Source: an optimization exercise on an open RTL-to-GDS flow (aim: small area and a short achievable clock period). Production flows keep margins and buffers that such runs may drop.
At most, simulation tests tie the RTL to the original design; equivalence was not proved.
No functional check of the RTL was part of runs 2 to 4, 7 and 8.

==> design.v <==
module gca_dlnv(
    input [31:0]    coord0,
    input [31:0]    coord1,
    input           ld,
    input           step,
    input           CLK,
    output          FC,
    output [20:0]   ADDR
);
    reg         [15:0] x0;
    reg         [15:0] y0;
    wire        [15:0] x1;
    wire        [15:0] y1;
    reg  signed [15:0] dx, dy;
    reg  signed [15:0] sx, sy;
    reg  signed [15:0] error;
    wire signed [15:0] e2;
    assign x1 = {5'b0, coord1[10:0]};
    assign y1 = {6'b0, coord1[20:11]};
    assign e2 = error <<< 1;
    assign ADDR = {y0[9:0], x0[10:0]};
    assign FC = !ld && (x0 == x1 && y0 == y1 || e2 >= dy && x0 == x1 || e2 <= dx && y0 == y1);
    always @(posedge CLK) begin
        if(ld) begin
            x0 <= {5'b0, coord0[10:0]};
            y0 <= {6'b0, coord0[20:11]};
            sx <= (x0 > x1) ? -16'd1 : 16'd1;
            sy <= (y0 > y1) ? -16'd1 : 16'd1;
            dx <= (x0 < x1) ? (x1 - x0) : (x0 - x1);
            dy <= (y1 < y0) ? (y1 - y0) : (y0 - y1);
            error <= dx + dy;
        end
        if(step && !ld) begin
            if(e2 >= dy) x0 <= x0 + sx;
            if(e2 <= dx) y0 <= y0 + sy;
            if(e2 >= dy && e2 <= dx)
                error <= error + dx + dy;
            else if(e2 >= dy)
                error <= error + dy;
            else if(e2 <= dx)
                error <= error + dx;
        end
    end
endmodule
==> run.sh <==
#!/bin/bash
# synth_recipe.tcl (not shown) runs the flow's synth.tcl, then flattens the netlist and writes it again
# the make line also repeats each setting of config.mk as NAME=value (left out here)
make -C /OpenROAD-flow-scripts/flow DESIGN_CONFIG=/design/flow/config.mk WORK_HOME=/design/flow/orfs CLKGATE_MAP_FILE= SYNTH_SCRIPT=/design/flow/synth_recipe.tcl finish
==> config.mk <==
export PLATFORM = sky130hd
export DESIGN_NAME = gca_dlnv
export DESIGN_NICKNAME = gca_dlnv
export VERILOG_FILES = /design/flow/design.v
export SDC_FILE = /design/flow/constraint.sdc
export NUM_CORES = 4
export LEC_CHECK = 0
export CAP_MARGIN = 20
export CORE_MARGIN = 2
export CORE_UTILIZATION = 40
export SLEW_MARGIN = 20
==> constraint.sdc <==
create_clock -name core_clock -period 5.0 [get_ports {CLK}]
set_input_delay 1.0000 -clock core_clock [delete_from_list [all_inputs] [get_ports {CLK}]]
set_output_delay 1.0000 -clock core_clock [all_outputs]
set_load 0.01 [all_outputs]
==> flow_metrics.env, run 1 <==
export IMPL_outcome="no timing/DRC/antenna violations"
export IMPL_fin_crit_sh_pct=90.6
export IMPL_n_fill_cell=2504
export IMPL_drive_above_1_share_pct=5.11
export IMPL_rsz0062_at_grt="no"
export IMPL_drc=0
export IMPL_detail_route_antenna_nets=0
export IMPL_synth_edff_count=34
export IMPL_grt_overflow_total=0
export IMPL_worstSkewPairLatency_ns=0.36
export IMPL_core_area_mm2=0.0253
export IMPL_clk_pin_slew_ns=0.07
export IMPL_h_tree_depth=3
export IMPL_hold_viol=0
export IMPL_rows=58
export IMPL_dr_wl_met2_um=12200
export IMPL_wl_met3_um=965
export IMPL_dr_pass1_iters=5
export IMPL_fmax_ghz=0.221
export IMPL_place_hpwl_um=21900
export IMPL_clkSinkCount=81
export IMPL_cts_hold_fix_buffers=0
export IMPL_ios=89
export IMPL_wl_met1_um=13500
export IMPL_grt_pass1_wl_um=44900
export IMPL_grt_antenna_before_repair=0
export IMPL_setup_worst_path_start_class="input pin"
export IMPL_ys_flop_type="dfxtp_1"
export IMPL_synthArstFlopShare_pct=0
export IMPL_routed_wl_um=27200
export IMPL_grt_pass1_vias=8880
export IMPL_grtUsageTotal_pct=20.8
export IMPL_syn_instance_count=1263
export IMPL_syn_to_final_growth_pct=11.9
export IMPL_nNetsFinal=1541
export IMPL_synth_area_mm2=0.0104
export IMPL_top_layer="met4"
export IMPL_synth_cell_type_count=85
export IMPL_num_antenna_cells=0
export IMPL_crit_arrival_ns=3.53
export IMPL_critical_path_class="input pin to primary output"
export IMPL_worst_path_max_fanout=7
export IMPL_hold_class="flop to flop"
export IMPL_skew_ns=0.0124
export IMPL_die_w_um=165
export IMPL_fin_crit_ns=4.53
export IMPL_root_buffer="clkbuf_16"
export IMPL_fp_dieArea_mm2=0.0272
export IMPL_wl_per_cell_um=16.5
export IMPL_final_setup_tns_ns=0
export IMPL_port_buffer_count=66
export IMPL_yosysWarnings=1
export IMPL_slew_viol_final=0
export IMPL_drv_cap=0
export IMPL_relSlewSlack_pct=50.8
export IMPL_place_congestion=0.874
export IMPL_grt_max_degree=40
export IMPL_ys_seq_area_share_pct=18.9
export IMPL_clockBufferDepth=2
export IMPL_worst_pin_slew_ns=0.737
export IMPL_required_ns=4.00
export IMPL_vias_per_cell=5.59
export IMPL_postCtsSetupBuffers=0
export IMPL_cts_made_buffers=9
export IMPL_worstSetupEndpointType="primary output"
export IMPL_die_h_um=165
export IMPL_cts_tree="built"
export IMPL_synth_seq_cells=81
export IMPL_num_vias=9167
export IMPL_finalSetupViolCount=0
export IMPL_initial_core_util_pct=40.9
export IMPL_cts_resized=0
export IMPL_mappedNetlistNets=1498
export IMPL_synth_area_per_cell_um2=8.20
export IMPL_drt_initial_drc_count=594
## sequential cells by signal (all words and copies together) (netlist names)
register,flops
dx,16
dy,16
x0,16
y0,16
error,15
sx,1
sy,1
## kinds of logic after synthesis
group	synth area share, %
AO/OA/AOI/OAI	25.3
AND/OR/NAND/NOR	15.8
adder cells (fa/ha/maj)	21.0
buffers and inverters	6.82
XOR/XNOR	7.92
flip-flops	18.9
multiplexers	4.21
## stage by stage
step	hold slack (ns)	std cells	utilization [%]	setup slack, ns	instance area (um2)
detailed placement	0.523	1625	44.6	0.484	11300
global placement	0.520	1625	44.6	0.468	11300
CTS	0.533	1641	45.7	0.484	11600
global route	0.594	1641	45.7	0.308	11600
finish	0.530	1641	45.7	0.470	11600
floorplan	0.487	1263	-	1.24	10400
## cell type report
class / instances / area [um2] / area share (%)
Clock inverter: 4 / 31.3 / 0.270
Clock buffer: 12 / 268 / 2.31
Multi-Input combinational cell: 1022 / 7690 / 66.4
Tap cell: 330 / 413 / 3.56
Timing Repair Buffer: 88 / 823 / 7.11
Sequential cell: 81 / 1960 / 16.9
Inverter: 104 / 390 / 3.37
## metal layers
layer,global-route usage (%),vias up
met5,0,-
met4,6.05,0
met3,2.36,32
met2,34.1,195
met1,28.8,4250
li1,-,4690
## path summary, 6_finish.rpt
path	slack [ns]	cells after the start	endpoint	from
worst max register to register	0.65	17	error[14]	dx[0]
worst min-delay path	0.53	2	x0[15]	x0[15]
worst max-delay path	0.47	10	FC	coord1[16]
worst min register to register	0.53	2	x0[15]	x0[15]
## cells in the final DEF (no fill, tap or decap), types with 37 or more instances in the layout
| cell | n |
|---|---|
| xnor2_1 | 58 |
| ha_1 | 158 |
| a21oi_1 | 95 |
| dfxtp_1 | 47 |
| o21ai_0 | 54 |
| nand2_1 | 79 |
| mux2i_1 | 38 |
| nor2_1 | 83 |
| inv_1 | 102 |
| a21o_1 | 51 |
| clkdlybuf4s50_1 | 65 |
| o21ai_1 | 37 |
## cell usage after synthesis (10+ instances only)
cell	count	area, um2
dfxtp_1	47	941
xnor2_1	58	508
o21ai_1	37	185
inv_1	102	383
or3_1	11	68.8
nand3_1	15	75.1
mux2i_1	39	390
nor3_1	34	170
o21ai_0	54	270
nand2b_1	16	100
buf_4	21	158
a21oi_1	95	475
xor2_1	33	289
nor2b_1	22	138
ha_1	158	1980
a21o_1	51	383
a31oi_1	12	75.1
o21a_1	22	165
clkbuf_1	19	71.3
fa_1	10	200
a211oi_1	23	173
nor2_1	83	312
nand2_1	79	297
edfxtp_1	34	1020
o211ai_1	11	82.6
buf_2	15	75.1
o21bai_1	14	105
## critical path, cell delays in order
cell             delay, ns
clkdlybuf4s50_1       0.45
ha_1                  0.43
and3_1                0.21
nand4_1               0.14
nor3_1                0.36
inv_1                 0.07
nand2_1               0.08
a22oi_1               0.06
nor2_1                0.16
clkdlybuf4s50_1       0.56
==> run 2: changes to the inputs <==
==> design.v (replaced) <==
module gca_dlnv(
    input [31:0]    coord0,
    input [31:0]    coord1,
    input           ld,
    input           step,
    input           CLK,
    output          FC,
    output [20:0]   ADDR
);
    wire [10:0] xs = coord0[10:0];
    wire [9:0]  ys = coord0[20:11];
    wire [10:0] x1 = coord1[10:0];
    wire [9:0]  y1 = coord1[20:11];
    reg  [10:0] x;
    reg  [9:0]  y;
    reg         sx, sy;      
    reg  [10:0] dx;          
    reg  [9:0]  dy;          
    reg  [12:0] err;         
    reg         eqx, eqy;    
    wire [13:0] e2 = {err, 1'b0};
    wire [13:0] t1 = e2 + {4'b0, dy};    
    wire [13:0] t2 = {3'b0, dx} - e2;    
    wire c1 = ~t1[13];
    wire c2 = ~t2[13];
    wire mx = step & c1;
    wire my = step & c2;
    wire [10:0] xn = ld ? xs : mx ? (sx ? x - 11'd1 : x + 11'd1) : x;
    wire [9:0]  yn = ld ? ys : my ? (sy ? y - 10'd1 : y + 10'd1) : y;
    assign ADDR = {y, x};
    assign FC = !ld && (eqx && (eqy || c1) || eqy && c2);
    always @(posedge CLK) begin
        x <= xn;
        y <= yn;
        eqx <= xn == x1;
        eqy <= yn == y1;
        if (ld) begin
            sx <= x > x1;
            sy <= y > y1;
            dx <= (x > x1) ? x - x1 : x1 - x;
            dy <= (y > y1) ? y - y1 : y1 - y;
            err <= {2'b0, dx} - {3'b0, dy};
        end else if (step) begin
            err <= err + (c1 ? -{3'b0, dy} : 13'd0) + (c2 ? {2'b0, dx} : 13'd0);
        end
    end
endmodule
==> flow_metrics.env, run 2 <==
export IMPL_critical_path_class="flop to flop"
export IMPL_synth_edff_count=36
export IMPL_hold_class="flop to flop"
export IMPL_dpl_cell_area_mm2=0.00821
export IMPL_dr_pass1_iters=5
export IMPL_rr_worst_depth=19
export IMPL_syn_to_final_growth_pct=18.2
export IMPL_h_tree_depth=3
export IMPL_wl_per_cell_um=17.0
export IMPL_layout_common_cells="ha_1, inv_1, clkdlybuf4s50_1, nor2_1, xnor2_1"
export IMPL_detail_route_antenna_nets=0
export IMPL_fmax_ghz=0.210
export IMPL_n_fill_cell=1736
export IMPL_grt_pass1_vias=5993
export IMPL_synth_area_per_cell_um2=8.57
export IMPL_vias_per_cell=5.45
export IMPL_num_vias=6273
export IMPL_synth_top_area_cell="ha_1"
export IMPL_nNetsFinal=1101
export IMPL_hold_viol=0
export IMPL_fin_crit_ns=4.77
export IMPL_mostFrequentLayoutCell="ha_1"
export IMPL_die_w_um=138
export IMPL_finalSetupViolCount=0
export IMPL_critPathLaunch="err[7]"
export IMPL_cts_tree="built"
export IMPL_syn_instance_count=843
export IMPL_cts_hold_fix_buffers=0
export IMPL_hp_start="x[2]"
export IMPL_fp_dieArea_mm2=0.0192
export IMPL_ys_flop_type="edfxtp_1"
export IMPL_clk_pin_slew_ns=0.06
export IMPL_r2r_setup_slack_ns=0.23
export IMPL_clkSinkCount=59
export IMPL_fin_crit_sh_pct=95.4
export IMPL_synth_cell_type_count=67
export IMPL_ios=89
export IMPL_grt_max_degree=44
export IMPL_worst_path_max_fanout=4
export IMPL_drv_cap=0
export IMPL_synth_seq_cells=59
export IMPL_synthArstFlopShare_pct=0
export IMPL_drc=0
export IMPL_grtUsageTotal_pct=20.2
export IMPL_regMostFlops="err"
export IMPL_port_buffer_count=66
export IMPL_crit_arrival_ns=4.85
export IMPL_grt_overflow_total=0
export IMPL_rows=49
export IMPL_final_util_pct=47.9
export IMPL_worst_pin_slew_ns=0.918
export IMPL_outcome="no timing/DRC/antenna violations"
export IMPL_synth_area_leaders="ha_1, edfxtp_1, xnor2_1"
export IMPL_grt_antenna_before_repair=0
export IMPL_root_buffer="clkbuf_16"
export IMPL_core_area_mm2=0.0178
export IMPL_place_congestion=0.901
export IMPL_reg_largest_list="err x13, dx x11, x x11"
export IMPL_place_hpwl_um=15700
export IMPL_drive_above_1_share_pct=6.72
export IMPL_routed_wl_um=19600
export IMPL_die_h_um=138
export IMPL_mappedNetlistNets=1026
export IMPL_rsz0062_at_grt="no"
export IMPL_worstSkewPairLatency_ns=0.34
export IMPL_reg2reg_to="err[11]"
export IMPL_required_ns=5.08
export IMPL_largest_reg_flops=13
export IMPL_skew_ns=0.00686
export IMPL_fin_cells=1152
export IMPL_r2r_start="err[7]"
export IMPL_drt_initial_drc_count=261
export IMPL_slew_viol_final=0
export IMPL_dpl_cell_count=1134
export IMPL_yosysWarnings=1
export IMPL_worstSetupEndpointType="flop"
export IMPL_setup_worst_path_start_class="flop"
export IMPL_num_antenna_cells=0
export IMPL_ys_seq_area_share_pct=21.3
export IMPL_synth_area_mm2=0.00723
export IMPL_post_synth_top_count_cell="ha_1"
export IMPL_initial_core_util_pct=40.5
export IMPL_synth_top_area_share_pct=16.8
export IMPL_relSlewSlack_pct=38.7
export IMPL_cts_made_buffers=9
export IMPL_netlist_top_cells_count="ha_1, inv_1, nor2_1, xnor2_1, o21ai_0"
export IMPL_clockBufferDepth=2
export IMPL_final_setup_tns_ns=0
export IMPL_design_area_mm2=0.00854
export IMPL_endpoint="err[11]"
export IMPL_grt_pass1_wl_um=31400
==> run 2: cell count changes in the layout (fill, tap and decap cells not counted), moves of 21 or more <==
cell	change
dfxtp_1	-24
o21ai_1	-34
a21oi_1	-42
a21o_1	-30
ha_1	-61
nand2_1	-34
nor2_1	-21
==> run 2: cells by family (layout without fill, tap and decap cells) <==
kind of cell,count (synthesis),count (layout),share of synthesized area (%)
and+or+nand+nor,204,204,13.7
muxes,35,35,5.11
adders and majority gates,116,116,22.1
DFF,59,59,21.3
AOI/OAI and AO/OA,232,232,21.4
xor gates and xnor gates,88,88,10.7
buffers and inverters,109,189,5.73
==> run 2: how the worst min path moves through the flow <==
stage                 to  slack (ns)  cells after the start
floorplan           x[2]        0.61                      2
global placement    y[2]        0.63                      2
detailed placement  x[2]        0.64                      2
CTS                 x[2]        0.64                      2
global route        y[7]        0.70                      2
finish              x[2]        0.65                      2
==> run 2: layout make-up <==
type | instances | area (um2) | area share (%)
Sequential cell | 59 | 1540 | 18.0
Inverter | 88 | 330 | 3.87
Timing Repair Buffer | 85 | 798 | 9.35
Clock buffer | 13 | 282 | 3.30
Clock inverter | 3 | 18.8 | 0.220
Tap cell | 229 | 287 | 3.35
Multi-Input combinational cell | 675 | 5280 | 61.9
==> run 2: worst max-delay path, stage by stage, from the launching register on <==
cell and delay [ns]:
edfxtp_1 0.42, buf_4 0.17, ha_1 0.29, nand4_1 0.11
a211oi_1 0.32, o21ai_2 0.15, buf_4 0.16, xnor2_1 0.15
a211oi_1 0.29, fa_1 0.48, ha_1 0.35, nor2b_1 0.14
o21ai_0 0.23, a21oi_1 0.14, o21ai_0 0.20, nand2b_1 0.14
a31oi_1 0.30, o21ai_1 0.13, xor2_1 0.15, a22o_1 0.19
==> run 2: routing by layer <==
layer	vias to the layer above	GRT usage [%]	wire length, um
met4	0	6.55	384
li1	3185	-	-
met5	-	0	0
met3	26	2.42	544
met2	116	32.0	8720
met1	2946	28.7	9910
==> run 2: metrics by stage <==
step,setup WS (ns),hold WS (ns)
finish,0.230,0.651
global route,0.0275,0.695
CTS,0.0668,0.644
detailed placement,0.122,0.637
global placement,0.195,0.627
floorplan,0.639,0.612
==> run 2: what timing repair did <==
| action | 4_1_cts | 5_1_grt |
|---|---|---|
| resized for setup | 0 | 4 |
| hold endpoints to repair | 0 | 0 |
| buffers inserted | 0 | 2 |
| setup endpoints to repair | 0 | 4 |
==> run 3: changes to the inputs <==
==> design.v (replaced) <==
module gca_dlnv(
    input [31:0]    coord0,
    input [31:0]    coord1,
    input           ld,
    input           step,
    input           CLK,
    output          FC,
    output [20:0]   ADDR
);
    wire [10:0] xs = coord0[10:0];
    wire [9:0]  ys = coord0[20:11];
    wire [10:0] x1 = coord1[10:0];
    wire [9:0]  y1 = coord1[20:11];
    reg  [10:0] x;
    reg  [9:0]  y;
    reg         sx, sy;      
    reg  [10:0] dx;          
    reg  [9:0]  dy;          
    reg         xmaj;        
    reg  [11:0] h;           
    reg         eqx, eqy;    
    wire c = ~h[11];
    wire [10:0] msx = {11{sx}};
    wire [9:0]  msy = {10{sy}};
    wire [10:0] adx = (x1 ^ msx) + ~(x ^ msx) + 11'd1;
    wire [9:0]  ady = (y1 ^ msy) + ~(y ^ msy) + 10'd1;
    wire        cmp = dx >= {1'b0, dy};
    wire        sel = ld ? cmp : xmaj;
    wire [11:0] mn  = sel ? {2'b0, dy} : {1'b0, dx};    
    wire [11:0] mj  = sel ? {1'b0, dx} : {2'b0, dy};    
    wire [11:0] op1 = ld ? 12'd0 : h;
    wire [11:0] op3 = ld ? {1'b0, mj[11:1]} : (c ? mj : 12'd0);
    wire        cin = ld ? ~mj[0] : 1'b1;
    wire [11:0] hn  = op1 + mn + ~op3 + {11'd0, cin};
    wire mx = step & (xmaj | c);
    wire my = step & (~xmaj | c);
    wire [10:0] xn = ld ? xs : mx ? x + (sx ? 11'h7ff : 11'h001) : x;
    wire [9:0]  yn = ld ? ys : my ? y + (sy ? 10'h3ff : 10'h001) : y;
    assign ADDR = {y, x};
    assign FC = ~ld & (xmaj ? (eqx | (eqy & c)) : (eqy | (eqx & c)));
    always @(posedge CLK) begin
        x <= xn;
        y <= yn;
        eqx <= xn == x1;
        eqy <= yn == y1;
        if (ld) begin
            sx <= xs > x1;
            sy <= ys > y1;
            dx <= adx;
            dy <= ady;
            xmaj <= cmp;
        end
        if (ld | step)
            h <= hn;
    end
endmodule
==> flow_metrics.env, run 3 <==
export IMPL_worstSetupEndpointType="flop"
export IMPL_hold_class="flop to flop"
export IMPL_synth_area_leaders="edfxtp_1, ha_1, dfxtp_1"
export IMPL_mostFrequentLayoutCell="inv_1"
export IMPL_hold_path_end="y[5]"
export IMPL_clockBufferDepth=2
export IMPL_relSlewSlack_pct=35.4
export IMPL_detail_route_antenna_nets=0
export IMPL_syn_to_final_growth_pct=20.9
export IMPL_r2r_start="dx[0]"
export IMPL_rr_worst_depth=22
export IMPL_fp_dieArea_mm2=0.0162
export IMPL_die_h_um=127
export IMPL_fin_crit_sh_pct=94.9
export IMPL_clk_pin_slew_ns=0.05
export IMPL_routed_wl_um=14100
export IMPL_worst_pin_slew_ns=0.968
export IMPL_cts_made_buffers=9
export IMPL_ios=89
export IMPL_yosysWarnings=1
export IMPL_hold_viol=0
export IMPL_synth_seq_cells=59
export IMPL_reg_largest_list="h x12, dx x11, x x11"
export IMPL_rows=45
export IMPL_slew_viol_final=0
export IMPL_drive_above_1_share_pct=5.96
export IMPL_grt_util_met3_pct=2.14
export IMPL_post_synth_top_count_cell="inv_1"
export IMPL_dpl_cell_area_mm2=0.00703
export IMPL_mappedNetlistNets=866
export IMPL_regMostFlops="h"
export IMPL_layout_common_cells="inv_1, ha_1, clkdlybuf4s50_1, nand2_1, xnor2_1"
export IMPL_use_met2_pct=29.4
export IMPL_skew_ns=0.00694
export IMPL_setup_worst_path_start_class="flop"
export IMPL_place_hpwl_um=11400
export IMPL_fmax_ghz=0.211
export IMPL_grt_pass1_vias=4932
export IMPL_grtUsageTotal_pct=17.8
export IMPL_outcome="no timing/DRC/antenna violations"
export IMPL_cts_hold_fix_buffers=0
export IMPL_use_met1_pct=23.9
export IMPL_cts_tree="built"
export IMPL_worst_path_max_fanout=5
export IMPL_drv_cap=0
export IMPL_port_buffer_count=66
export IMPL_vias_per_cell=5.23
export IMPL_root_buffer="clkbuf_16"
export IMPL_h_tree_depth=3
export IMPL_synth_area_per_cell_um2=8.61
export IMPL_grt_busiest_layer="met2"
export IMPL_grt_antenna_before_repair=0
export IMPL_dr_pass1_iters=4
export IMPL_synthArstFlopShare_pct=0
export IMPL_die_w_um=127
export IMPL_grt_overflow_total=0
export IMPL_required_ns=5.08
export IMPL_place_congestion=0.859
export IMPL_hp_start="y[5]"
export IMPL_synth_top_area_cell="edfxtp_1"
export IMPL_finalSetupViolCount=0
export IMPL_r2r_setup_slack_ns=0.25
export IMPL_core_area_mm2=0.0150
export IMPL_synth_area_mm2=0.00608
export IMPL_initial_core_util_pct=40.5
export IMPL_syn_instance_count=707
export IMPL_dpl_cell_count=959
export IMPL_crit_arrival_ns=4.82
export IMPL_drc=0
export IMPL_fin_crit_ns=4.75
export IMPL_ys_seq_area_share_pct=25.2
export IMPL_synth_top_area_share_pct=17.3
export IMPL_ys_flop_type="edfxtp_1"
export IMPL_clkSinkCount=59
export IMPL_grt_pass1_wl_um=23200
export IMPL_num_vias=5107
export IMPL_netlist_top_cells_count="inv_1, ha_1, nand2_1, xnor2_1, o21ai_0"
export IMPL_grt_max_degree=44
export IMPL_critical_path_class="flop to flop"
export IMPL_fin_cells=976
export IMPL_design_area_mm2=0.00736
export IMPL_largest_reg_flops=12
export IMPL_wl_per_cell_um=14.4
export IMPL_min_path_cells=2
export IMPL_num_antenna_cells=0
export IMPL_rsz0062_at_grt="no"
export IMPL_drt_initial_drc_count=206
export IMPL_nNetsFinal=942
export IMPL_synth_edff_count=35
export IMPL_worstSkewPairLatency_ns=0.34
export IMPL_reg2reg_to="h[11]"
export IMPL_synth_cell_type_count=53
[run 3: cell count changes in the layout (fill, tap and decap cells not counted), moves of 12 or more]
cell and change:
nand2_1 +12, a31oi_1 -12, ha_1 -21, a21oi_1 -21, o21a_1 +12, nor2_1 -24
[run 3: stage by stage]
stage	hold WS [ns]	setup TNS, ns	setup WS [ns]	utilization, %
3_3_place_gp	0.565	-0.226	-0.145	46.8
4_1_cts	0.592	0	0.0605	48.7
6_report	0.595	0	0.253	48.9
2_1_floorplan	0.551	0	0.0233	-
5_1_grt	0.606	0	0.00991	48.9
3_5_place_dp	0.588	-0.516	-0.270	46.8
[run 3: final cells by class]
| class | instances | area [um2] |
|---|---|---|
| clock buffer | 12 | 236 |
| clock inverter | 4 | 42.5 |
| fill | 1406 | 7670 |
| inverter | 90 | 338 |
| multi-input combinational | 538 | 4180 |
| sequential | 59 | 1530 |
| tap | 188 | 235 |
| timing repair buffer | 85 | 798 |
[run 3: per-layer routing]
metal | vias up | share of wire [%]
li1 | 2605 | -
met1 | 2368 | 47
met2 | 114 | 48
met3 | 20 | 3.7
met4 | 0 | 2.1
met5 | - | 0
[run 3: worst max-delay path by stage]
stage           from    end  slack [ns]  depth (start not counted)
3_5_place_dp      ld  h[11]       -0.27                         20
2_1_floorplan     ld  h[11]        0.02                         19
5_1_grt        dy[0]  h[11]        0.01                         21
3_3_place_gp      ld  h[11]       -0.14                         20
4_1_cts        dx[0]  h[10]        0.06                         24
6_report       dx[0]  h[11]        0.25                         22
[run 3: cells by family (layout without fill, tap and decap cells)]
| kind of cell | after synthesis | count (layout) | share of synthesized area (%) |
|---|---|---|---|
| adder cells (fa/ha/maj) | 92 | 92 | 20.9 |
| flip-flops | 59 | 59 | 25.2 |
| multiplexers | 25 | 25 | 4.11 |
| AND/OR/NAND/NOR | 175 | 175 | 13.8 |
| AO/OA/AOI/OAI | 163 | 163 | 17.0 |
| XOR/XNOR | 83 | 83 | 12.2 |
| buffers and inverters | 110 | 191 | 6.81 |
[run 3: timing repair]
item	in CTS	in global routing
endpoints found under the setup margin	2	4
buffers inserted	0	1
pin swaps	0	5
gates cloned	0	0
resized for setup	2	12
[run 3: worst max-delay path, cell delays in order, from the launching register on]
cell	delay, ns
edfxtp_1	0.43
inv_1	0.08
ha_1	0.22
nand2b_1	0.15
a21o_1	0.18
a21oi_1	0.12
o21ai_0	0.11
o31a_1	0.26
o21ai_2	0.19
inv_2	0.11
mux2i_2	0.20
o22ai_1	0.13
fa_1	0.58
inv_1	0.05
ha_1	0.28
a21o_1	0.19
a21oi_2	0.14
o21ai_0	0.12
a21oi_2	0.18
o21a_1	0.16
o21ai_1	0.12
o41ai_2	0.37
xnor2_1	0.12
==> run 4: changes to the inputs <==
--- a/config.mk
+++ b/config.mk
@@ -5,7 +5,9 @@
 export SDC_FILE = /design/flow/constraint.sdc
 export NUM_CORES = 4
 export LEC_CHECK = 0
+export ABC_CLOCK_PERIOD_IN_PS = 2500
 export CAP_MARGIN = 20
 export CORE_MARGIN = 2
 export CORE_UTILIZATION = 40
+export SETUP_SLACK_MARGIN = 2.5
 export SLEW_MARGIN = 20
==> flow_metrics.env, run 4 <==
export IMPL_synth_fa_ha_area_share_pct=20.9
export IMPL_die_w_um=127
export IMPL_synth_seq_cells=59
export IMPL_synth_top_area_cell="edfxtp_1"
export IMPL_dr_pass1_iters=6
export IMPL_num_antenna_cells=0
export IMPL_detail_route_antenna_nets=0
export IMPL_skew_ns=0.00971
export IMPL_synth_area_per_cell_um2=8.61
export IMPL_worstSkewPairLatency_ns=0.34
export IMPL_grt_max_degree=33
export IMPL_regMostFlops="h"
export IMPL_rsz0062_at_grt="yes"
export IMPL_clk_pin_slew_ns=0.05
export IMPL_pre_cts_slack_ns=0.0448
export IMPL_core_area_mm2=0.0150
export IMPL_hold_class="flop to flop"
export IMPL_n_fill_cell=1285
export IMPL_drv_cap=0
export IMPL_synthArstFlopShare_pct=0
export IMPL_synthSimpleGateAreaFrac_pct=13.8
export IMPL_place_congestion=0.864
export IMPL_ys_flop_type="edfxtp_1"
export IMPL_synth_area_mux_share_pct=4.11
export IMPL_place_hpwl_um=11500
export IMPL_cts_hold_fix_buffers=0
export IMPL_initial_core_util_pct=40.5
export IMPL_worst_pin_slew_ns=0.568
export IMPL_die_h_um=127
export IMPL_crit_arrival_ns=4.51
export IMPL_synth_top_family_by_area="adder cells"
export IMPL_num_vias=5421
export IMPL_outcome="no timing/DRC/antenna violations"
export IMPL_grt_pass1_vias=5433
export IMPL_required_ns=5.08
export IMPL_vias_per_cell=5.29
export IMPL_netlist_top_cells_count="inv_1, ha_1, nand2_1, xnor2_1, o21ai_0"
export IMPL_port_buffer_count=66
export IMPL_nNetsFinal=990
export IMPL_mostFrequentLayoutCell="inv_1"
export IMPL_crit_slowest_cell="fa_2"
export IMPL_post_synth_top_count_cell="inv_1"
export IMPL_grt_antenna_before_repair=0
export IMPL_grt_overflow_total=0
export IMPL_cts_tree="built"
export IMPL_syn_to_final_growth_pct=39.9
export IMPL_largest_reg_flops=12
export IMPL_fin_crit_ns=4.43
export IMPL_cpLargestDelayFamily="compound AO/OA/AOI/OAI gates"
export IMPL_wl_per_cell_um=15.7
export IMPL_slowest_delay_ns=0.55
export IMPL_syn_instance_count=707
export IMPL_layout_common_cells="inv_1, nand2_1, ha_1, buf_4, xnor2_1"
export IMPL_finalSetupViolCount=0
export IMPL_synth_edff_count=35
export IMPL_relSlewSlack_pct=61.9
export IMPL_worst_path_max_fanout=3
export IMPL_ios=89
export IMPL_drt_initial_drc_count=313
export IMPL_synth_area_leaders="edfxtp_1, ha_1, dfxtp_1"
export IMPL_routed_wl_um=16100
export IMPL_fp_dieArea_mm2=0.0162
export IMPL_grtUsageTotal_pct=19.6
export IMPL_drive_above_1_share_pct=24.4
export IMPL_hold_viol=0
export IMPL_final_setup_tns_ns=0
export IMPL_worstSetupEndpointType="flop"
export IMPL_slew_viol_final=0
export IMPL_reg_largest_list="h x12, dx x11, x x11"
export IMPL_critical_path_class="flop to flop"
export IMPL_synth_top_area_share_pct=17.3
export IMPL_yosysWarnings=1
export IMPL_path_buf_inv=2
export IMPL_setup_worst_path_start_class="flop"
export IMPL_fin_cells=1024
export IMPL_rows=45
export IMPL_cts_made_buffers=9
export IMPL_synth_area_mm2=0.00608
export IMPL_synthXorXnorAreaFrac_pct=12.2
export IMPL_fmax_ghz=0.226
export IMPL_clkSinkCount=59
export IMPL_fin_ws_ns=0.566
export IMPL_dpl_cell_count=950
export IMPL_ys_seq_area_share_pct=25.2
export IMPL_crit_chain="ha_1, nand2b_4, a21o_1, a21oi_1, o21ai_1, o31a_1, o21ai_4, buf_6, mux2i_4, o22ai_2, fa_2, inv_2, ha_4, a21o_1, a21oi_2, o21ai_2, a21oi_2, o21a_1, o21ai_2, o41ai_2, xnor2_1"
export IMPL_drc=0
export IMPL_fin_crit_sh_pct=88.7
export IMPL_h_tree_depth=3
export IMPL_clockBufferDepth=2
export IMPL_root_buffer="clkbuf_16"
export IMPL_grt_pass1_wl_um=25400
export IMPL_mappedNetlistNets=866
export IMPL_synth_compound_area_share_pct=17.0
export IMPL_synth_cell_type_count=53
-- run 4: changes by cell type in the layout (fill, tap and decap cells not counted), moves of 11 or more --
cell / before / now
buf_4: 19 / 49
clkdlybuf4s50_1: 65 / 43
ha_1: 76 / 55
o21ai_0: 43 / 22
ha_4: 0 / 17
o21ai_2: 2 / 15
buf_6: 0 / 11
-- run 4: layout make-up --
class,instances,area (um2),share of cell area [%]
Clock buffer,10,229,2.69
Clock inverter,6,56.3,0.662
Inverter,90,352,4.13
Multi-Input combinational cell,538,4780,56.2
Sequential cell,59,1530,18.0
Tap cell,188,235,2.76
Timing Repair Buffer,133,1330,15.6
-- run 4: per-layer routing --
layer  GRT usage, %  part of all wire [%]
met5              0                     0
met4           8.79                   2.2
met3           2.72                   3.7
met2           33.5                    49
met1           24.7                    45
-- run 4: repair_timing --
item / 4_1_cts / 5_1_grt
endpoints found under the setup margin: 38 / 31
cloned: 3 / 0
pin swaps: 60 / 52
buffers inserted: 40 / 15
gates resized for setup: 125 / 79
hold endpoints to repair: 0 / 0
-- run 4: path summary, 6_finish.rpt --
| check | from | to | slack, ns | cells after the start |
|---|---|---|---|---|
| max | dy[0] | h[11] | 0.57 | 21 |
| min | y[5] | y[5] | 0.58 | 2 |
| max reg2reg | dy[0] | h[11] | 0.57 | 21 |
| min reg2reg | y[5] | y[5] | 0.58 | 2 |
-- run 4: kinds of logic (layout without fill, tap and decap cells) --
| logic type | Yosys count | count (layout) |
|---|---|---|
| adder cells (fa/ha/maj) | 92 | 92 |
| AND/OR/NAND/NOR | 175 | 175 |
| AO/OA/AOI/OAI | 163 | 163 |
| flip-flops | 59 | 59 |
| XOR/XNOR | 83 | 83 |
| multiplexers | 25 | 25 |
| buffers and inverters | 110 | 239 |
-- run 4: stage by stage --
stage	utilization [%]	instance area [um2]	hold slack [ns]
global route	56.6	8510	0.604
global placement	47.0	7060	0.563
floorplan	-	6240	0.551
detailed placement	47.0	7060	0.558
finish	56.6	8510	0.576
CTS	53.6	8060	0.570
-- run 4: worst reg2reg max path, delay by kind of cell (launching register included) --
family	cells	cell delay, ns
adders and majority gates	3	0.99
buffers and inverters	2	0.20
xor gates and xnor gates	1	0.10
AOI/OAI and AO/OA	13	2.11
and+or+nand+nor	1	0.13
DFF	1	0.40
muxes	1	0.25
==> run 5: changes to the inputs <==
==> design.v (replaced) <==
module gca_dlnv(
    input [31:0]    coord0,
    input [31:0]    coord1,
    input           ld,
    input           step,
    input           CLK,
    output          FC,
    output [20:0]   ADDR
);
    wire [10:0] xs = coord0[10:0];
    wire [9:0]  ys = coord0[20:11];
    wire [10:0] x1 = coord1[10:0];
    wire [9:0]  y1 = coord1[20:11];
    reg  [10:0] x;
    reg  [9:0]  y;
    reg         sx, sy;      
    reg  [10:0] dx;          
    reg  [9:0]  dy;          
    reg         xmaj;        
    reg  [11:0] h;           
    reg         eqx, eqy;    
    wire c = ~h[11];
    wire [11:0] px = {1'b0, x1} - {1'b0, xs};
    wire [11:0] nx = {1'b0, xs} - {1'b0, x1};
    wire [10:0] py = {1'b0, y1} - {1'b0, ys};
    wire [10:0] ny = {1'b0, ys} - {1'b0, y1};
    wire [11:0] mn = xmaj ? {2'b0, dy} : {1'b0, dx};
    wire [11:0] mj = xmaj ? {1'b0, dx} : {2'b0, dy};
    wire [11:0] h0 = mn + ~{1'b0, mj[11:1]} + {11'd0, ~mj[0]};
    wire [11:0] hs = h + mn - (c ? mj : 12'd0);
    wire mx = step & (xmaj | c);
    wire my = step & (~xmaj | c);
    wire [10:0] xn = ld ? xs : mx ? x + (sx ? 11'h7ff : 11'h001) : x;
    wire [9:0]  yn = ld ? ys : my ? y + (sy ? 10'h3ff : 10'h001) : y;
    assign ADDR = {y, x};
    assign FC = ~ld & (xmaj ? eqx : eqy);
    always @(posedge CLK) begin
        x <= xn;
        y <= yn;
        eqx <= xn == x1;
        eqy <= yn == y1;
        if (ld) begin
            sx <= px[11];
            sy <= py[10];
            dx <= px[11] ? nx[10:0] : px[10:0];
            dy <= py[10] ? ny[9:0] : py[9:0];
            xmaj <= dx >= {1'b0, dy};
            h <= h0;
        end else if (step) begin
            h <= hs;
        end
    end
endmodule
--- a/config.mk
+++ b/config.mk
@@ -5,9 +5,7 @@
 export SDC_FILE = /design/flow/constraint.sdc
 export NUM_CORES = 4
 export LEC_CHECK = 0
-export ABC_CLOCK_PERIOD_IN_PS = 2500
 export CAP_MARGIN = 20
 export CORE_MARGIN = 2
 export CORE_UTILIZATION = 40
-export SETUP_SLACK_MARGIN = 2.5
 export SLEW_MARGIN = 20
==> flow_metrics.env, run 5 <==
export IMPL_postCtsSetupBuffers=0
export IMPL_yosysWarnings=1
export IMPL_synth_seq_cells=59
export IMPL_path_buf_inv=3
export IMPL_place_hpwl_um=12800
export IMPL_fin_crit_sh_pct=81.1
export IMPL_drive_above_1_share_pct=5.28
export IMPL_worstSetupEndpointType="flop"
export IMPL_skew_ns=0.0125
export IMPL_grt_max_degree=84
export IMPL_setup_worst_path_start_class="input pin"
export IMPL_clkSinkCount=59
export IMPL_port_buffer_count=66
export IMPL_synth_area_per_cell_um2=8.73
export IMPL_crit_slowest_cell="clkdlybuf4s50_1"
export IMPL_die_w_um=135
export IMPL_mostFrequentLayoutCell="inv_1"
export IMPL_finalSetupViolCount=0
export IMPL_fp_dieArea_mm2=0.0183
export IMPL_fmax_ghz=0.247
export IMPL_r2r_setup_slack_ns=0.95
export IMPL_synth_top_area_share_pct=16.0
export IMPL_cts_made_buffers=9
export IMPL_num_vias=5514
export IMPL_layout_common_cells="inv_1, ha_1, clkdlybuf4s50_1, a21oi_1, xnor2_1"
export IMPL_synth_edff_count=36
export IMPL_hold_path_end="y[5]"
export IMPL_slowest_delay_ns=0.60
export IMPL_grt_overflow_total=0
export IMPL_wl_per_cell_um=14.8
export IMPL_r2r_start="xmaj"
export IMPL_path_depth=12
export IMPL_fin_hold_ws_ns=0.558
export IMPL_cts_hold_fix_buffers=0
export IMPL_crit_chain="clkdlybuf4s50_1, inv_1, ha_1, nor2b_1, o31ai_1, a21oi_2, a31o_2, inv_6, mux2_1, a31oi_1, o221ai_1, a21o_1"
export IMPL_ys_seq_area_share_pct=22.4
export IMPL_routed_wl_um=15900
export IMPL_rr_worst_depth=15
export IMPL_hp_start="y[5]"
export IMPL_clockBufferDepth=2
export IMPL_cpLargestDelayFamily="compound AO/OA/AOI/OAI gates"
export IMPL_worst_path_max_fanout=9
export IMPL_mappedNetlistNets=964
export IMPL_grt_antenna_before_repair=0
export IMPL_largest_reg_flops=12
export IMPL_critical_path_class="input pin to flop"
export IMPL_grt_pass1_wl_um=26500
export IMPL_num_antenna_cells=0
export IMPL_syn_instance_count=790
export IMPL_cts_resized=0
export IMPL_vias_per_cell=5.12
export IMPL_drc=0
export IMPL_worst_pin_slew_ns=0.853
export IMPL_ios=89
export IMPL_relSlewSlack_pct=43.2
export IMPL_clk_pin_slew_ns=0.06
export IMPL_die_h_um=135
export IMPL_regMostFlops="h"
export IMPL_rsz0062_at_grt="no"
export IMPL_core_area_mm2=0.0171
export IMPL_reg_largest_list="h x12, dx x11, x x11"
export IMPL_rows=48
export IMPL_synth_cell_type_count=73
export IMPL_crit_arrival_ns=4.14
export IMPL_slew_viol_final=0
export IMPL_worstSkewPairLatency_ns=0.33
export IMPL_post_synth_top_count_cell="inv_1"
export IMPL_root_buffer="clkbuf_16"
export IMPL_required_ns=5.09
export IMPL_grtUsageTotal_pct=18.2
export IMPL_place_congestion=0.836
export IMPL_reg2reg_to="h[11]"
export IMPL_synthArstFlopShare_pct=0
export IMPL_dr_pass1_iters=4
export IMPL_outcome="no timing/DRC/antenna violations"
export IMPL_ys_flop_type="edfxtp_1"
export IMPL_drt_initial_drc_count=281
export IMPL_min_path_cells=2
export IMPL_pre_cts_slack_ns=0.585
export IMPL_fin_ws_ns=0.945
export IMPL_synth_area_mm2=0.00690
export IMPL_hold_viol=0
export IMPL_syn_to_final_growth_pct=16.1
export IMPL_final_util_pct=46.9
export IMPL_final_setup_tns_ns=0
export IMPL_hold_class="flop to flop"
export IMPL_synth_area_leaders="ha_1, edfxtp_1, xnor2_1"
export IMPL_detail_route_antenna_nets=0
export IMPL_cts_tree="built"
export IMPL_nNetsFinal=1021
export IMPL_fin_crit_ns=4.06
export IMPL_synth_top_area_cell="ha_1"
export IMPL_grt_pass1_vias=5422
export IMPL_initial_core_util_pct=40.4
export IMPL_netlist_top_cells_count="inv_1, ha_1, a21oi_1, xnor2_1, nand2_1"
export IMPL_h_tree_depth=3
export IMPL_drv_cap=0
## run 5: cell types whose count changed after synthesis, moves of 7 or more
cell and delta:
nor2_1 -9, o21a_1 -9, ha_1 +12, mux2_2 +7, a21o_1 +27, inv_1 +21
mux2i_1 +11, xor2_1 -20, nand2_1 -12, a21oi_1 +26
## run 5: worst max path at each step
stage / slack [ns] / start / to
floorplan: 1.02 / xmaj / h[11]
global route: 0.58 / xmaj / h[11]
global placement: 0.61 / coord0[1] / dx[10]
finish: 0.94 / coord0[1] / dx[10]
CTS: 0.84 / xmaj / h[11]
detailed placement: 0.59 / coord0[1] / dx[10]
## run 5: cells by family after synthesis
family | after synthesis | synth area share [%]
multiplexers | 44 | 6.53
buffers and inverters | 139 | 8.35
XOR/XNOR | 68 | 8.94
adder cells (fa/ha/maj) | 107 | 21.5
AO/OA/AOI/OAI | 233 | 22.4
flip-flops | 59 | 22.4
AND/OR/NAND/NOR | 140 | 9.96
## run 5: cell type report
cell class,instances,area (um2)
flip-flops and latches,59,1540
multi-input cells,592,4780
clock inverters,5,27.5
inverters,113,434
well taps,225,282
repair buffers,72,701
fillers,1717,9050
clock buffers,11,243
## run 5: through the flow
step | instances | instance area [um2]
floorplan | 790 | 6900
global placement | 1061 | 7740
detailed placement | 1061 | 7740
CTS | 1077 | 8010
global route | 1077 | 8010
finish | 1077 | 8010
## run 5: worst reg2reg max path, delay by kind of cell (launching register included)
family,cells,cell delay [ns]
simple gates,2,0.32
compound gates,9,1.98
buf+inv,1,0.07
fa+ha+maj,2,0.81
flops,1,0.53
xor+xnor,1,0.09
## run 5: per-layer routing
metal,GRT usage [%],up-vias,part of all wire (%)
met3,2.58,11,2.5
met1,25.1,2536,51
li1,-,2901,-
met2,30.2,66,46
met4,4.28,0,1.0
met5,0,-,0
==> run 6: changes to the inputs <==
==> flow/run.sh (new file) <==
#!/bin/bash
# Own layout flow: the standard ORFS flow (standard.sh) with
#  - ORFS's full/half-adder extraction turned off, so ABC maps the adders
#  - plain buffers on the ports instead of the delay cells ORFS picks
set -euo pipefail
export ADDER_MAP_FILE=
export BUFFER_PORTS_ARGS="-buffer_cell sky130_fd_sc_hd__buf_2"
bash standard.sh > standard.log 2>&1
==> standard.sh (new file) <==
#!/bin/bash
# synth_recipe.tcl (not shown) runs the flow's synth.tcl, then flattens the netlist and writes it again
# the make line also repeats each setting of config.mk as NAME=value (left out here)
make -C /OpenROAD-flow-scripts/flow DESIGN_CONFIG=/design/flow/config.mk WORK_HOME=/design/flow/orfs CLKGATE_MAP_FILE= SYNTH_SCRIPT=/design/flow/synth_recipe.tcl "${@:-finish}"
removed: run.sh
==> flow_metrics.env, run 6 <==
export IMPL_outcome="no timing/DRC/antenna violations"
export IMPL_place_congestion=0.863
export IMPL_root_buffer="clkbuf_16"
export IMPL_design_area_mm2=0.00805
export IMPL_fin_hold_ws_ns=0.629
export IMPL_grt_max_degree=55
export IMPL_synth_area_per_cell_um2=7.77
export IMPL_initial_core_util_pct=41.1
export IMPL_clk_pin_slew_ns=0.06
export IMPL_nNetsFinal=1047
export IMPL_grt_util_met3_pct=2.05
export IMPL_vias_per_cell=5.57
export IMPL_synth_area_leaders="edfxtp_1, xnor2_1, dfxtp_1"
export IMPL_mappedNetlistNets=1024
export IMPL_drt_initial_drc_count=421
export IMPL_ios=89
export IMPL_grt_busiest_layer="met2"
export IMPL_worstSkewPairLatency_ns=0.35
export IMPL_clkSinkCount=59
export IMPL_syn_instance_count=957
export IMPL_ys_flop_type="edfxtp_1"
export IMPL_die_w_um=140
export IMPL_synthArstFlopShare_pct=0
export IMPL_clockBufferDepth=2
export IMPL_setup_worst_path_start_class="flop"
export IMPL_core_area_mm2=0.0181
export IMPL_critical_path_class="flop to flop"
export IMPL_hold_viol=0
export IMPL_rows=49
export IMPL_synth_top_area_share_pct=14.5
export IMPL_drc=0
export IMPL_hold_class="flop to flop"
export IMPL_place_hpwl_um=13900
export IMPL_grt_overflow_total=0
export IMPL_dr_pass1_iters=4
export IMPL_cts_resized=0
export IMPL_reg_largest_list="h x12, dx x11, x x11"
export IMPL_ys_seq_area_share_pct=20.7
export IMPL_fin_crit_sh_pct=72.5
export IMPL_fp_dieArea_mm2=0.0197
export IMPL_synth_area_mm2=0.00743
export IMPL_synth_top_area_cell="edfxtp_1"
export IMPL_num_vias=6757
export IMPL_r2r_setup_slack_ns=1.37
export IMPL_drv_cap=0
export IMPL_finalSetupViolCount=0
export IMPL_post_synth_top_count_cell="nand2_1"
export IMPL_port_buffer_count=66
export IMPL_use_met2_pct=31.0
export IMPL_worstSetupEndpointType="flop"
export IMPL_worst_path_max_fanout=40
export IMPL_required_ns=5.09
export IMPL_cts_hold_fix_buffers=0
export IMPL_synth_edff_count=36
export IMPL_synth_cell_type_count=97
export IMPL_crit_arrival_ns=3.72
export IMPL_final_setup_tns_ns=0
export IMPL_detail_route_antenna_nets=0
export IMPL_worst_pin_slew_ns=0.931
export IMPL_die_h_um=140
export IMPL_num_antenna_cells=0
export IMPL_mostFrequentLayoutCell="nand2_1"
export IMPL_slew_viol_final=0
export IMPL_grt_pass1_vias=6253
export IMPL_netlist_top_cells_count="nand2_1, xnor2_1, nor2_1, o21ai_0, a21oi_1"
export IMPL_fmax_ghz=0.276
export IMPL_layout_common_cells="nand2_1, xnor2_1, nor2_1, buf_2, o21ai_0"
export IMPL_cts_made_buffers=9
export IMPL_routed_wl_um=18700
export IMPL_grtUsageTotal_pct=19.5
export IMPL_grt_pass1_wl_um=31400
export IMPL_largest_reg_flops=12
export IMPL_postCtsSetupBuffers=0
export IMPL_cts_tree="built"
export IMPL_skew_ns=0.0149
export IMPL_use_met1_pct=27.2
export IMPL_fin_cells=1214
export IMPL_dpl_cell_area_mm2=0.00776
export IMPL_dpl_cell_count=1198
export IMPL_wl_per_cell_um=15.4
export IMPL_drive_above_1_share_pct=15.5
export IMPL_rsz0062_at_grt="no"
export IMPL_h_tree_depth=3
export IMPL_fin_crit_ns=3.63
export IMPL_relSlewSlack_pct=37.9
export IMPL_regMostFlops="h"
export IMPL_grt_antenna_before_repair=0
export IMPL_synth_seq_cells=59
export IMPL_yosysWarnings=1
export IMPL_syn_to_final_growth_pct=8.37
## run 6: final timing paths
path,from,to,cells past startpoint
min,x[10],x[10],2
max,xmaj,h[11],11
min reg2reg,x[10],x[10],2
max reg2reg,xmaj,h[11],11
## run 6: critical path: stages, from the launching register on
cell and delay, ns:
edfxtp_1 0.58, buf_4 0.50, mux2i_4 0.37, a221oi_2 0.11
xnor2_1 0.47, o31ai_1 0.15, a31oi_1 0.29, o2111ai_2 0.20
a31o_4 0.30, o21ai_2 0.13, o211a_1 0.19, o31ai_2 0.07
## run 6: layout make-up
| type | instances | area (um2) |
|---|---|---|
| fillers | 1802 | 10000 |
| flip-flops and latches | 59 | 1540 |
| multi-input cells | 794 | 5390 |
| repair buffers | 71 | 370 |
| clock buffers | 13 | 272 |
| inverters | 45 | 174 |
| well taps | 229 | 287 |
| clock inverters | 3 | 18.8 |
## run 6: through the flow
| step | utilization (%) | worst slack [ns] |
|---|---|---|
| finish | 44.5 | 1.37 |
| global placement | 42.9 | 1.09 |
| floorplan | - | 1.41 |
| detailed placement | 42.9 | 1.09 |
| CTS | 44.5 | 1.36 |
| global route | 44.5 | 1.08 |
## run 6: kinds of logic after synthesis
group	synth area share, %
and+or+nand+nor	22.6
AOI/OAI and AO/OA	25.3
xor gates and xnor gates	14.1
buffers and inverters	6.72
DFF	20.7
muxes	6.41
adders and majority gates	4.14
## run 6: routing by layer
layer | wire [um] | vias to the layer above
li1 | - | 3482
met1 | 9200 | 3125
met2 | 8490 | 126
met3 | 588 | 24
met4 | 416 | 0
met5 | 0 | -
==> run 7: changes to the inputs <==
--- a/design.v
+++ b/design.v
@@ -20,10 +20,10 @@
     reg  [11:0] h;           
     reg         eqx, eqy;    
     wire c = ~h[11];
-    wire [11:0] px = {1'b0, x1} - {1'b0, xs};
-    wire [11:0] nx = {1'b0, xs} - {1'b0, x1};
-    wire [10:0] py = {1'b0, y1} - {1'b0, ys};
-    wire [10:0] ny = {1'b0, ys} - {1'b0, y1};
+    wire [11:0] tx = {1'b0, x1} + {1'b0, ~xs};
+    wire [10:0] ty = {1'b0, y1} + {1'b0, ~ys};
+    wire [10:0] adx = tx[11] ? tx[10:0] + 11'd1 : ~tx[10:0];
+    wire [9:0]  ady = ty[10] ? ty[9:0] + 10'd1 : ~ty[9:0];
     wire [11:0] mn = xmaj ? {2'b0, dy} : {1'b0, dx};
     wire [11:0] mj = xmaj ? {1'b0, dx} : {2'b0, dy};
     wire [11:0] h0 = mn + ~{1'b0, mj[11:1]} + {11'd0, ~mj[0]};
@@ -40,10 +40,10 @@
         eqx <= xn == x1;
         eqy <= yn == y1;
         if (ld) begin
-            sx <= px[11];
-            sy <= py[10];
-            dx <= px[11] ? nx[10:0] : px[10:0];
-            dy <= py[10] ? ny[9:0] : py[9:0];
+            sx <= ~tx[11];
+            sy <= ~ty[10];
+            dx <= adx;
+            dy <= ady;
             xmaj <= dx >= {1'b0, dy};
             h <= h0;
         end else if (step) begin
--- a/config.mk
+++ b/config.mk
@@ -8,4 +8,6 @@
 export CAP_MARGIN = 20
 export CORE_MARGIN = 2
 export CORE_UTILIZATION = 40
+export CTS_BUF_LIST = sky130_fd_sc_hd__clkbuf_4 sky130_fd_sc_hd__clkbuf_8
+export SETUP_SLACK_MARGIN = 2.3
 export SLEW_MARGIN = 20
==> flow_metrics.env, run 7 <==
export IMPL_synth_top_area_share_pct=16.8
export IMPL_fin_crit_sh_pct=66.5
export IMPL_grt_pass1_wl_um=28000
export IMPL_fp_dieArea_mm2=0.0171
export IMPL_synth_area_leaders="edfxtp_1, xnor2_1, dfxtp_1"
export IMPL_critical_path_class="input pin to flop"
export IMPL_grt_overflow_total=0
export IMPL_synth_area_per_cell_um2=7.70
export IMPL_mappedNetlistNets=904
export IMPL_grt_util_met3_pct=2.89
export IMPL_hold_class="flop to flop"
export IMPL_crit_slowest_cell="a221oi_2"
export IMPL_drv_cap=0
export IMPL_use_met1_pct=27.5
export IMPL_worst_pin_slew_ns=0.784
export IMPL_required_ns=5.11
export IMPL_ys_flop_type="edfxtp_1"
export IMPL_clk_pin_slew_ns=0.08
export IMPL_finalSetupViolCount=0
export IMPL_rsz0062_at_grt="yes"
export IMPL_n_fill_cell=1438
export IMPL_regMostFlops="h"
export IMPL_routed_wl_um=17400
export IMPL_clkSinkCount=59
export IMPL_num_antenna_cells=0
export IMPL_slowest_delay_ns=0.32
export IMPL_cts_made_buffers=9
export IMPL_synth_seq_cells=59
export IMPL_grt_pass1_vias=5648
export IMPL_crit_arrival_ns=3.44
export IMPL_wl_per_cell_um=14.7
export IMPL_grtUsageTotal_pct=20.6
export IMPL_fmax_ghz=0.301
export IMPL_ys_seq_area_share_pct=23.9
export IMPL_skew_ns=0.0108
export IMPL_synth_edff_count=36
export IMPL_yosysWarnings=1
export IMPL_path_buf_inv=3
export IMPL_place_hpwl_um=11500
export IMPL_synth_cell_type_count=67
export IMPL_dr_pass1_iters=4
export IMPL_outcome="no timing/DRC/antenna violations"
export IMPL_synth_top_area_cell="edfxtp_1"
export IMPL_slew_viol_final=0
export IMPL_die_w_um=131
export IMPL_rows=46
export IMPL_ios=89
export IMPL_synth_area_mm2=0.00644
export IMPL_detail_route_antenna_nets=0
export IMPL_cpLargestDelayFamily="compound AO/OA/AOI/OAI gates"
export IMPL_port_buffer_count=66
export IMPL_drt_initial_drc_count=356
export IMPL_clockBufferDepth=2
export IMPL_setup_worst_path_start_class="input pin"
export IMPL_place_congestion=0.821
export IMPL_grt_antenna_before_repair=0
export IMPL_netlist_top_cells_count="xnor2_1, nor2_1, nand2_1, o21ai_0, a21oi_1"
export IMPL_mostFrequentLayoutCell="xnor2_1"
export IMPL_worst_path_max_fanout=5
export IMPL_synthArstFlopShare_pct=0
export IMPL_h_tree_depth=3
export IMPL_drc=0
export IMPL_largest_reg_flops=12
export IMPL_grt_busiest_layer="met2"
export IMPL_layout_common_cells="xnor2_1, nor2_1, nand2_1, buf_2, buf_4"
export IMPL_grt_max_degree=49
export IMPL_crit_chain="buf_6, and2b_4, nand2_4, a41oi_4, o2111ai_4, a31oi_4, nor3_2, a221oi_2, maj3_2, a21oi_4, buf_6, buf_6, nor2_2, xnor2_1"
export IMPL_num_vias=6298
export IMPL_drive_above_1_share_pct=31.3
export IMPL_nNetsFinal=1025
export IMPL_worstSkewPairLatency_ns=0.37
export IMPL_use_met2_pct=34.7
export IMPL_initial_core_util_pct=40.7
export IMPL_core_area_mm2=0.0158
export IMPL_cts_hold_fix_buffers=0
export IMPL_reg_largest_list="h x12, dx x11, x x11"
export IMPL_syn_to_final_growth_pct=34.4
export IMPL_crit_top_cell="buf_6"
export IMPL_final_setup_tns_ns=0
export IMPL_fin_crit_ns=3.32
export IMPL_post_synth_top_count_cell="xnor2_1"
export IMPL_root_buffer="clkbuf_8"
export IMPL_worstSetupEndpointType="flop"
export IMPL_vias_per_cell=5.34
export IMPL_hold_viol=0
export IMPL_cts_tree="built"
export IMPL_relSlewSlack_pct=47.2
export IMPL_syn_instance_count=837
export IMPL_die_h_um=131
==> run 7: final cells by class <==
| type | count | area [um2] | area share [%] |
|---|---|---|---|
| well taps | 216 | 270 | 3.12 |
| repair buffers | 152 | 1150 | 13.2 |
| multi-input cells | 694 | 5310 | 61.3 |
| flip-flops and latches | 59 | 1540 | 17.8 |
| inverters | 42 | 158 | 1.82 |
| clock inverters | 4 | 72.6 | 0.838 |
| clock buffers | 12 | 159 | 1.83 |
==> run 7: layer usage <==
layer,part of all wire (%),vias up
li1,-,3209
met1,47,2961
met2,49,111
met3,3.4,17
met4,1.3,0
met5,0,-
==> run 7: path summary, 6_finish.rpt <==
check,start,end,slack [ns],cells past startpoint
setup / recovery,coord0[0],dx[9],1.68,14
hold / removal,y[8],y[8],0.64,2
setup reg to reg,xmaj,h[11],1.68,14
hold reg to reg,y[8],y[8],0.64,2
==> run 7: kinds of logic (layout without fill, tap and decap cells) <==
family | Yosys count | count (layout) | share of synthesized area, %
fa+ha+maj | 28 | 29 | 4.49
xor+xnor | 129 | 129 | 17.5
mux | 37 | 37 | 6.00
flops | 59 | 59 | 23.9
compound gates | 204 | 204 | 20.6
simple gates | 295 | 295 | 22.3
buf+inv | 85 | 210 | 5.11
==> run 7: stage by stage <==
stage	utilization [%]	setup slack [ns]	area [um2]	hold slack (ns)	cells
floorplan	-	1.49	6760	0.639	837
global placement	45.1	1.07	7140	0.626	1082
detailed placement	45.1	1.06	7140	0.629	1082
CTS	52.0	1.68	8240	0.646	1162
global route	54.7	1.53	8660	0.682	1179
finish	54.7	1.68	8660	0.638	1179
==> run 7: worst min-delay path, cell delays in order, from the launching register on <==
cell and delay (ns):
dfxtp_1 0.34, xnor2_1 0.15, mux2i_1 0.08
==> run 7: timing repair <==
item                       4_1_cts  5_1_grt
setup buffers                   62       17
pin swaps                       50       54
setup endpoints to repair       34       34
gates resized for setup         80       58
cloned                           2        0
==> run 8: changes to the inputs <==
--- a/config.mk
+++ b/config.mk
@@ -8,6 +8,4 @@
 export CAP_MARGIN = 20
 export CORE_MARGIN = 2
 export CORE_UTILIZATION = 40
-export CTS_BUF_LIST = sky130_fd_sc_hd__clkbuf_4 sky130_fd_sc_hd__clkbuf_8
-export SETUP_SLACK_MARGIN = 2.3
 export SLEW_MARGIN = 20
==> flow_metrics.env, run 8 <==
export IMPL_initial_core_util_pct=40.7
export IMPL_fin_crit_sh_pct=78.4
export IMPL_cpLargestDelayFamily="compound AO/OA/AOI/OAI gates"
export IMPL_post_synth_top_count_cell="xnor2_1"
export IMPL_worst_path_max_fanout=9
export IMPL_critical_path_class="input pin to flop"
export IMPL_drive_above_1_share_pct=13.1
export IMPL_synth_area_mm2=0.00644
export IMPL_grt_max_degree=51
export IMPL_path_depth=12
export IMPL_rows=46
export IMPL_crit_chain="buf_2, and2b_1, o21ai_0, a41oi_1, o2111ai_1, a31oi_1, o31ai_1, a221oi_1, maj3_1, a21oi_2, mux2_2, xnor2_1"
export IMPL_worst_pin_slew_ns=0.871
export IMPL_crit_arrival_ns=4.00
export IMPL_die_w_um=131
export IMPL_setup_worst_path_start_class="input pin"
export IMPL_place_congestion=0.811
export IMPL_postCtsSetupBuffers=0
export IMPL_synth_cell_type_count=67
export IMPL_slowest_delay_ns=0.45
export IMPL_detail_route_antenna_nets=0
export IMPL_critPathLaunch="coord0[0]"
export IMPL_fp_dieArea_mm2=0.0171
export IMPL_fmax_ghz=0.255
export IMPL_mostFrequentLayoutCell="xnor2_1"
export IMPL_ys_flop_type="edfxtp_1"
export IMPL_num_antenna_cells=0
export IMPL_yosysWarnings=1
export IMPL_hp_start="y[7]"
export IMPL_nNetsFinal=945
export IMPL_clkSinkCount=59
export IMPL_synth_seq_cells=59
export IMPL_r2r_start="xmaj"
export IMPL_rr_worst_depth=11
export IMPL_cts_made_buffers=9
export IMPL_reg2reg_to="h[11]"
export IMPL_place_hpwl_um=11500
export IMPL_cts_hold_fix_buffers=0
export IMPL_grt_antenna_before_repair=0
export IMPL_core_area_mm2=0.0158
export IMPL_crit_slowest_cell="maj3_1"
export IMPL_outcome="no timing/DRC/antenna violations"
export IMPL_synth_top_area_cell="edfxtp_1"
export IMPL_synthArstFlopShare_pct=0
export IMPL_regMostFlops="h"
export IMPL_slew_viol_final=0
export IMPL_drv_cap=0
export IMPL_hold_viol=0
export IMPL_port_buffer_count=66
export IMPL_synth_area_per_cell_um2=7.70
export IMPL_h_tree_depth=3
export IMPL_path_buf_inv=1
export IMPL_grt_pass1_wl_um=25400
export IMPL_dr_pass1_iters=4
export IMPL_worstSetupEndpointType="flop"
export IMPL_num_vias=5787
export IMPL_final_setup_tns_ns=0
export IMPL_synth_area_leaders="edfxtp_1, xnor2_1, dfxtp_1"
export IMPL_netlist_top_cells_count="xnor2_1, nor2_1, nand2_1, o21ai_0, a21oi_1"
export IMPL_skew_ns=0.0123
export IMPL_required_ns=5.07
export IMPL_grtUsageTotal_pct=18.6
export IMPL_n_fill_cell=1631
export IMPL_syn_to_final_growth_pct=12.1
export IMPL_wl_per_cell_um=13.9
export IMPL_die_h_um=131
export IMPL_cts_resized=0
export IMPL_cts_tree="built"
export IMPL_fin_hold_ws_ns=0.667
export IMPL_synth_top_area_share_pct=16.8
export IMPL_grt_overflow_total=0
export IMPL_worstSkewPairLatency_ns=0.34
export IMPL_syn_instance_count=837
export IMPL_ys_seq_area_share_pct=23.9
export IMPL_mappedNetlistNets=904
export IMPL_reg_largest_list="h x12, dx x11, x x11"
export IMPL_clockBufferDepth=2
export IMPL_grt_pass1_vias=5148
export IMPL_endpoint="dx[5]"
export IMPL_relSlewSlack_pct=41.9
export IMPL_drt_initial_drc_count=280
export IMPL_fin_crit_ns=3.92
export IMPL_drc=0
export IMPL_synth_edff_count=36
export IMPL_root_buffer="clkbuf_16"
export IMPL_rsz0062_at_grt="no"
export IMPL_ios=89
export IMPL_routed_wl_um=15300
export IMPL_hold_class="flop to flop"
export IMPL_vias_per_cell=5.27
export IMPL_layout_common_cells="xnor2_1, nor2_1, nand2_1, buf_2, o21ai_0"
export IMPL_largest_reg_flops=12
export IMPL_clk_pin_slew_ns=0.05
export IMPL_r2r_setup_slack_ns=1.08
export IMPL_finalSetupViolCount=0
## run 8: changes by cell type in the layout (fill, tap and decap cells not counted), moves of 8 or more
cell / delta
buf_6: -25
o21ai_0: +13
nand2b_1: +8
a21oi_1: +11
clkbuf_8: -11
xnor2_1: +8
maj3_2: -9
a21oi_2: -8
buf_4: -52
clkbuf_16: +11
maj3_1: +9
o21ai_1: -8
xnor2_2: -8
## run 8: worst min path at each step
stage | to | slack, ns | depth (start not counted)
4_1_cts | y[9] | 0.66 | 2
2_1_floorplan | x[4] | 0.64 | 2
3_5_place_dp | y[9] | 0.65 | 2
5_1_grt | y[9] | 0.69 | 2
3_3_place_gp | y[9] | 0.64 | 2
6_report | y[7] | 0.67 | 2
## run 8: layout make-up
class	count	area, um2	area share, %
Multi-Input combinational cell	693	4570	63.3
Tap cell	216	270	3.74
Clock buffer	13	283	3.91
Timing Repair Buffer	73	383	5.30
Clock inverter	3	17.5	0.243
Sequential cell	59	1540	21.3
Inverter	42	158	2.18
## run 8: logic make-up after synthesis
group	count (synthesis)	synth area share, %
compound gates	204	20.6
xor+xnor	129	17.5
fa+ha+maj	28	4.49
buf+inv	85	5.11
flops	59	23.9
mux	37	6.00
simple gates	295	22.3
## run 8: tightest hold or removal path: cells and delay by family (launching register included)
kind | cells | cell delay [ns]
mux | 1 | 0.10
xor+xnor | 1 | 0.16
flops | 1 | 0.35
## run 8: per-stage QoR
| stage | cells | utilization (%) | cell area [um2] | setup slack (ns) |
|---|---|---|---|---|
| 2_1_floorplan | 837 | - | 6440 | 1.17 |
| 3_3_place_gp | 1083 | 43.7 | 6920 | 0.767 |
| 3_5_place_dp | 1083 | 43.7 | 6920 | 0.748 |
| 4_1_cts | 1099 | 45.6 | 7220 | 1.08 |
| 5_1_grt | 1099 | 45.6 | 7220 | 0.723 |
| 6_report | 1099 | 45.6 | 7220 | 1.08 |
## run 8: layer usage
layer | track usage, % | up-vias | share of wire [%]
li1 | - | 3049 | -
met1 | 26.9 | 2624 | 51
met2 | 29.0 | 98 | 44
met3 | 2.61 | 16 | 3.4
met4 | 5.07 | 0 | 1.2
met5 | 0 | - | 0

afterwards: timing with drivers on the ports:
The results above use ideal ports. As a check the final layouts listed here were re-extracted and re-timed, cells and wires unchanged.
Step 1 sets driving cells, clkbuf_16 on the clock port and buf_2 on the other inputs (assumed; they add their load-dependent delay and slew).
Step 2, shift: input delay + t, output delay - t, t = (earliest + latest rising clock arrival at the registers) / 2. This alone moves slack from input paths to output paths.
Slacks: ideal ports / drivers / drivers and shift; pairs: ideal ports / drivers.
run	shift t [ns]	setup slack, ns	pins driven straight from the clock port
run 1	0.402	0.470 / 0.448 / 0.448	1
run 2	0.374	0.230 / 0.230 / 0.230	1
run 3	0.371	0.253 / 0.253 / 0.005	1
run 4	0.379	0.566 / 0.566 / 0.225	1
run 5	0.368	0.945 / 0.949 / 0.595	1
run 6	0.388	1.373 / 1.373 / 1.085	1
run 7	0.401	1.675 / 1.671 / 1.269	1
run 8	0.378	1.079 / 1.081 / 0.716	1
After both steps setup and hold are still met in every run listed. For run 7, which loses most, drivers alone change the setup slack by -0.004 ns; drivers and shift together by -0.406 ns.
